What follows belongs to an exercise in optimizing a design on an open flow for small area; a production flow would make more cautious choices.
In this exercise RTL edits were held to simulation tests only and were not proved equivalent to the original.
No driver is modelled on the clock port, so clock power and skew are understated where the tree is cut down; a real chip needs a root buffer or a tree.
Power and IR drop assume default switching activity.

Design memory_game, start of the top module:
module memory_game(
	input clk,
	input reset,
	input rst,
	input btnTM,
	input [7:0] sw,
	output [7:0] LED,
	output [7:0] seg,
	output [2:0] an
	);
For scale: about 310 cells after synthesis, about 73 flip-flops, roughly 31 I/O pins, about 0.0029 sq mm of cells after synthesis.
==> module memory_game, before the edit <==
module memory_game(
	input clk,
	input reset,
	input rst,
	input btnTM,
	input [7:0] sw,
	output [7:0] LED,
	output [7:0] seg,
	output [2:0] an
	);
reg [4:0] tks;
wire tick = tks[0] & ~tks[3] & ~tks[4];
always @(posedge clk)
	if (reset)
		tks <= 5'd4;
	else
		tks <= {tks[3:0], tks[4] ^ ~(tks[2] & ~tks[1] & tks[0])};
reg r_s0, r_s1, r_st;
reg [3:0] r_cnt;
always @(posedge clk)
	if (reset) begin
		r_s0 <= 1'b0; r_s1 <= 1'b0; r_cnt <= 4'd0; r_st <= 1'b0;
	end else if (tick) begin
		r_s0 <= ~rst;
		r_s1 <= r_s0;
		if (r_st == r_s1)
			r_cnt <= 4'd0;
		else begin
			r_cnt <= {r_cnt[2:0], r_cnt[3] ^ r_cnt[2] ^ (r_cnt[2:0] == 3'd0)};
			if (r_cnt == 4'd8) r_st <= ~r_st;
		end
	end
reg b_s0, b_s1, b_st;
reg [3:0] b_cnt;
always @(posedge clk)
	if (reset) begin
		b_s0 <= 1'b0; b_s1 <= 1'b0; b_cnt <= 4'd0; b_st <= 1'b0;
	end else if (tick) begin
		b_s0 <= ~btnTM;
		b_s1 <= b_s0;
		if (b_st == b_s1)
			b_cnt <= 4'd0;
		else begin
			b_cnt <= {b_cnt[2:0], b_cnt[3] ^ b_cnt[2] ^ (b_cnt[2:0] == 3'd0)};
			if (b_cnt == 4'd8) b_st <= ~b_st;
		end
	end
wire rr = reset | r_st;    
reg [7:0] lfsr;
always @(posedge clk)
	if (reset)
		lfsr <= 8'd0;
	else
		lfsr <= {lfsr[6:0], ~(lfsr[7] ^ lfsr[3] ^ lfsr[2])};
reg enter;        
reg rng_pulse;    
reg pulse;        
reg show;         
reg [7:0] gen_level;
always @(posedge clk)
	if (rng_pulse)
		gen_level <= lfsr;
assign LED = show ? gen_level : 8'd0;
reg inc, inc_d;
reg n_rst, n_inc, o_rst, o_inc;
reg [1:0] s_h;
reg [3:0] s_t, s_o;
wire mstep;
always @(posedge clk) begin
	enter <= rr | b_st;
	inc <= ~rr & b_st & (gen_level == sw) & ~pulse & ~inc;
	inc_d <= ~rr & inc;
end
always @(posedge clk)
	if (reset) begin
		n_rst <= 1'b0; n_inc <= 1'b0; o_rst <= 1'b0; o_inc <= 1'b0;
	end else if (mstep) begin
		o_rst <= n_rst; o_inc <= n_inc;
		n_rst <= r_st; n_inc <= inc_d;
	end else begin
		n_rst <= n_rst | r_st; n_inc <= n_inc | inc_d;
	end
wire c_o = mstep & o_inc;
wire c_t = c_o & s_o[0] & s_o[3];
wire c_h = c_t & s_t[0] & s_t[3];
wire s_clr = reset | (mstep & o_rst) |
	(c_o & s_h[1] & s_t[2] & ~s_t[1] & s_t[0] & s_o[2] & ~s_o[1] & s_o[0]);
always @(posedge clk) begin
	s_o[0] <= ~s_clr & (s_o[0] ^ c_o);
	s_o[1] <= ~s_clr & (s_o[1] ^ (c_o & s_o[0] & ~s_o[3]));
	s_o[2] <= ~s_clr & (s_o[2] ^ (c_o & s_o[0] & s_o[1]));
	s_o[3] <= ~s_clr & (s_o[3] ^ (c_o & s_o[0] & (s_o[3] | (s_o[1] & s_o[2]))));
	s_t[0] <= ~s_clr & (s_t[0] ^ c_t);
	s_t[1] <= ~s_clr & (s_t[1] ^ (c_t & s_t[0] & ~s_t[3]));
	s_t[2] <= ~s_clr & (s_t[2] ^ (c_t & s_t[0] & s_t[1]));
	s_t[3] <= ~s_clr & (s_t[3] ^ (c_t & s_t[0] & (s_t[3] | (s_t[1] & s_t[2]))));
	s_h[0] <= ~s_clr & (s_h[0] ^ c_h);
	s_h[1] <= ~s_clr & (s_h[1] ^ (c_h & s_h[0]));
end
wire big = (s_h != 2'd0) | (s_t != 4'd0);
wire [9:0] lval =
	big           ? 10'b0000100010 :
	(s_o == 4'd0) ? 10'b1010011011 :
	(s_o == 4'd1) ? 10'b0001010010 :
	(s_o == 4'd2) ? 10'b0010101011 :
	(s_o == 4'd3) ? 10'b1000000011 :
	(s_o == 4'd4) ? 10'b0000101011 :
	(s_o == 4'd5) ? 10'b1111000001 :
	(s_o == 4'd6) ? 10'b1110111001 :
	(s_o == 4'd7) ? 10'b1110011010 :
	(s_o == 4'd8) ? 10'b1000110011 :
	                10'b1001110010;
reg [9:0] lcnt;
wire ldone = (lcnt == 10'b1010011011) & ~rng_pulse;
always @(posedge clk) begin
	if (reset | enter)
		lcnt <= lval;
	else
		lcnt <= {lcnt[8:0], ~(lcnt[9] ^ lcnt[6])};
	rng_pulse <= reset | enter;
	pulse <= reset | enter | (pulse & ~ldone);
	show <= ~reset & pulse & ~rng_pulse;
end
reg [4:0] dps;
reg [1:0] g;
reg dinit;                
assign mstep = (dps == 5'd30);
always @(posedge clk) begin
	if (reset)
		dps <= 5'd0;
	else
		dps <= {dps[3:0], dps[4] ^ dps[2] ^ (dps[3:0] == 4'd0)};
	if (reset)
		g <= 2'b00;
	else if (mstep)
		g <= {g[0], ~g[1]};
	if (reset)
		dinit <= 1'b1;
	else if (mstep && g == 2'b01)
		dinit <= 1'b0;
end
reg [3:0] dig2;
always @(*)
	case (g)
		2'b11: dig2 = s_o;
		2'b10: dig2 = s_t;
		2'b00: dig2 = {2'b00, s_h};
		default: dig2 = 4'd0;
	endcase
wire x3 = dig2[3], x2 = dig2[2], x1 = dig2[1], x0 = dig2[0];
wire [6:0] sev;
assign sev[0] = (~x3 & ~x2 & ~x1 & x0) | (x2 & ~x1 & ~x0);
assign sev[1] = x2 & (x1 ^ x0);
assign sev[2] = ~x2 & x1 & ~x0;
assign sev[3] = (~x2 & ~x1 & x0) | (x2 & ~x1 & ~x0) | (x2 & x1 & x0);
assign sev[4] = x0 | (x2 & ~x1);
assign sev[5] = (~x3 & ~x2 & (x1 | x0)) | (x1 & x0);
assign sev[6] = (~x3 & ~x2 & ~x1) | (x2 & x1 & x0);
assign seg = {1'b1, sev | {7{dinit}}};
assign an = {~(~dinit & g == 2'b00), ~(~dinit & g == 2'b10), ~(~dinit & g == 2'b11)};
endmodule
export LEC_CHECK = 0
export CAP_MARGIN = 20
export CORE_MARGIN = 2
export CORE_UTILIZATION = 40
export SLEW_MARGIN = 20
create_clock -name core_clock -period 10.0 [get_ports {clk}]
standard.sh (not shown) runs the stock make flow with config.mk's settings and CLKGATE_MAP_FILE= SYNTH_SCRIPT=/design/flow/synth_recipe.tcl, a recipe that flattens the netlist after the stock synthesis.
==> flow/flow/run.sh <==
#!/bin/bash
# The standard layout (standard.sh) with three changes:
#  - synthesis (flow/synth.tcl) is synth_recipe.tcl with ABC's mapping step
#    run with flow/abc_area.script and a 10 ns delay target instead of
#    ORFS's speed script; every other step, and so every register, is as in
#    the standard synthesis;
#  - port buffers use the smallest buffer (buf_1);
#  - the clk port drives three buf_12 clock buffers, each placed at the centroid of a
#    group of flip-flops and driving that group (flow/pre_cts.tcl, run as
#    the PRE_CTS hook), in place of TritonCTS's H-tree.
# The full output of the flow goes to flow.log in this folder.
export MY_ABC_SCRIPT="$PWD/flow/abc_area.script"
export MY_ABC_D=10000
export BUFFER_PORTS_ARGS="-buffer_cell sky130_fd_sc_hd__buf_1"
export PRE_CTS_TCL="$PWD/flow/pre_cts.tcl"
export CUSTOM_CLKBUF=sky130_fd_sc_hd__buf_12
export CUSTOM_CLK_GROUPS=3
bash standard.sh SYNTH_SCRIPT="$PWD/flow/synth.tcl" finish > flow.log 2>&1
Other scripts of this flow, unchanged in this note and not shown: flow/flow/abc_area.script, flow/flow/pre_cts.tcl, flow/flow/synth.tcl
Then changed:
--- a/flow/design.v
+++ b/flow/design.v
@@ -51,37 +51,44 @@
 always @(posedge clk)
 	if (reset)
 		lfsr <= 8'd0;
 	else
 		lfsr <= {lfsr[6:0], ~(lfsr[7] ^ lfsr[3] ^ lfsr[2])};
-reg enter;        
 reg rng_pulse;    
 reg pulse;        
 reg show;         
 reg [7:0] gen_level;
 always @(posedge clk)
 	if (rng_pulse)
 		gen_level <= lfsr;
 assign LED = show ? gen_level : 8'd0;
-reg inc, inc_d;
-reg n_rst, n_inc, o_rst, o_inc;
+reg eu, ev;
+wire enter = eu | ev;
+wire inc = eu & ~ev;
+wire inc_d = eu & ev;
+wire inc_n = ~rr & b_st & (gen_level == sw) & ~pulse & ~inc;
+reg pa, pb, pc;
+wire o_rst = pa & ~pb;
+wire o_inc = ~pa & pb;
 reg [1:0] s_h;
 reg [3:0] s_t, s_o;
 wire mstep;
 always @(posedge clk) begin
-	enter <= rr | b_st;
-	inc <= ~rr & b_st & (gen_level == sw) & ~pulse & ~inc;
-	inc_d <= ~rr & inc;
+	eu <= inc_n | (~rr & inc);
+	ev <= (rr | b_st) & ~inc_n;
 end
 always @(posedge clk)
 	if (reset) begin
-		n_rst <= 1'b0; n_inc <= 1'b0; o_rst <= 1'b0; o_inc <= 1'b0;
+		pa <= 1'b0; pb <= 1'b0; pc <= 1'b0;
 	end else if (mstep) begin
-		o_rst <= n_rst; o_inc <= n_inc;
-		n_rst <= r_st; n_inc <= inc_d;
+		pa <= pc | inc_d;
+		pb <= (pa & pb & ~pc) | inc_d;
+		pc <= r_st;
 	end else begin
-		n_rst <= n_rst | r_st; n_inc <= n_inc | inc_d;
+		pa <= pa | inc_d;
+		pb <= pb | inc_d;
+		pc <= pc | r_st;
 	end
 wire c_o = mstep & o_inc;
 wire c_t = c_o & s_o[0] & s_o[3];
 wire c_h = c_t & s_t[0] & s_t[3];
 wire s_clr = reset | (mstep & o_rst) |
@@ -156,7 +163,7 @@
 assign sev[3] = (~x2 & ~x1 & x0) | (x2 & ~x1 & ~x0) | (x2 & x1 & x0);
 assign sev[4] = x0 | (x2 & ~x1);
 assign sev[5] = (~x3 & ~x2 & (x1 | x0)) | (x1 & x0);
 assign sev[6] = (~x3 & ~x2 & ~x1) | (x2 & x1 & x0);
 assign seg = {1'b1, sev | {7{dinit}}};
-assign an = {~(~dinit & g == 2'b00), ~(~dinit & g == 2'b10), ~(~dinit & g == 2'b11)};
+assign an = {~(~dinit & g == 2'b00), ~(g == 2'b10), ~(g == 2'b11)};
 endmodule
After rerunning: Setup slack improves by 0.049 ns. Routed wire length came out higher by 0.41%. Power fell by 2.1%. Cell area is lower by 2.2%. Fmax rises by 1.2%. Utilization goes up by 0.99 points. Final cell count goes down by 2.3%. Sequential cell count shrinks by 2. First-iteration DRC count shrinks by 6.0%. Worst hold slack gets better by 0.015 ns. Sequential power came out lower by about 2%. Global-route usage rises by 0.98 points. Sequential share of layout area is lower by 0.21 points.
In every run of this note, the design's own scripts or RTL, not TritonCTS, make the clock network.

==> what the ideal ports hide <==
How much do the figures lean on ideal ports? The routed layouts below were timed once more, with nothing changed but the port constraints. Step 1 sets driving cells, clkbuf_16 on the clock port and buf_2 on the other inputs (assumed; they add their load-dependent delay and slew). Step 2 adds t to the input delays and takes it off the output delays; t is the mean of the earliest and latest rising clock arrival at the registers after step 1. Input paths then give back, and output paths get back, about the clock's delay inside the block. Slacks: ideal ports / drivers / drivers and shift; pairs: ideal ports / drivers.
| run | t (ns) | setup WS [ns] | hold WS [ns] | worst setup path after step 2 | latest minus earliest clock arrival (ns) |
|---|---|---|---|---|---|
| the first run | 0.196 | 5.789 / 5.834 / 5.638 | 0.430 / 0.430 / 0.430 | input to register | 0.015 / 0.015 |
| the second run | 0.189 | 5.838 / 5.883 / 5.694 | 0.445 / 0.445 / 0.445 | input to register | 0.018 / 0.018 |
After both steps setup and hold are still met in every run listed. The setup slack of the first run, which loses most, moves by +0.045 ns with the drivers and by -0.151 ns with both steps.
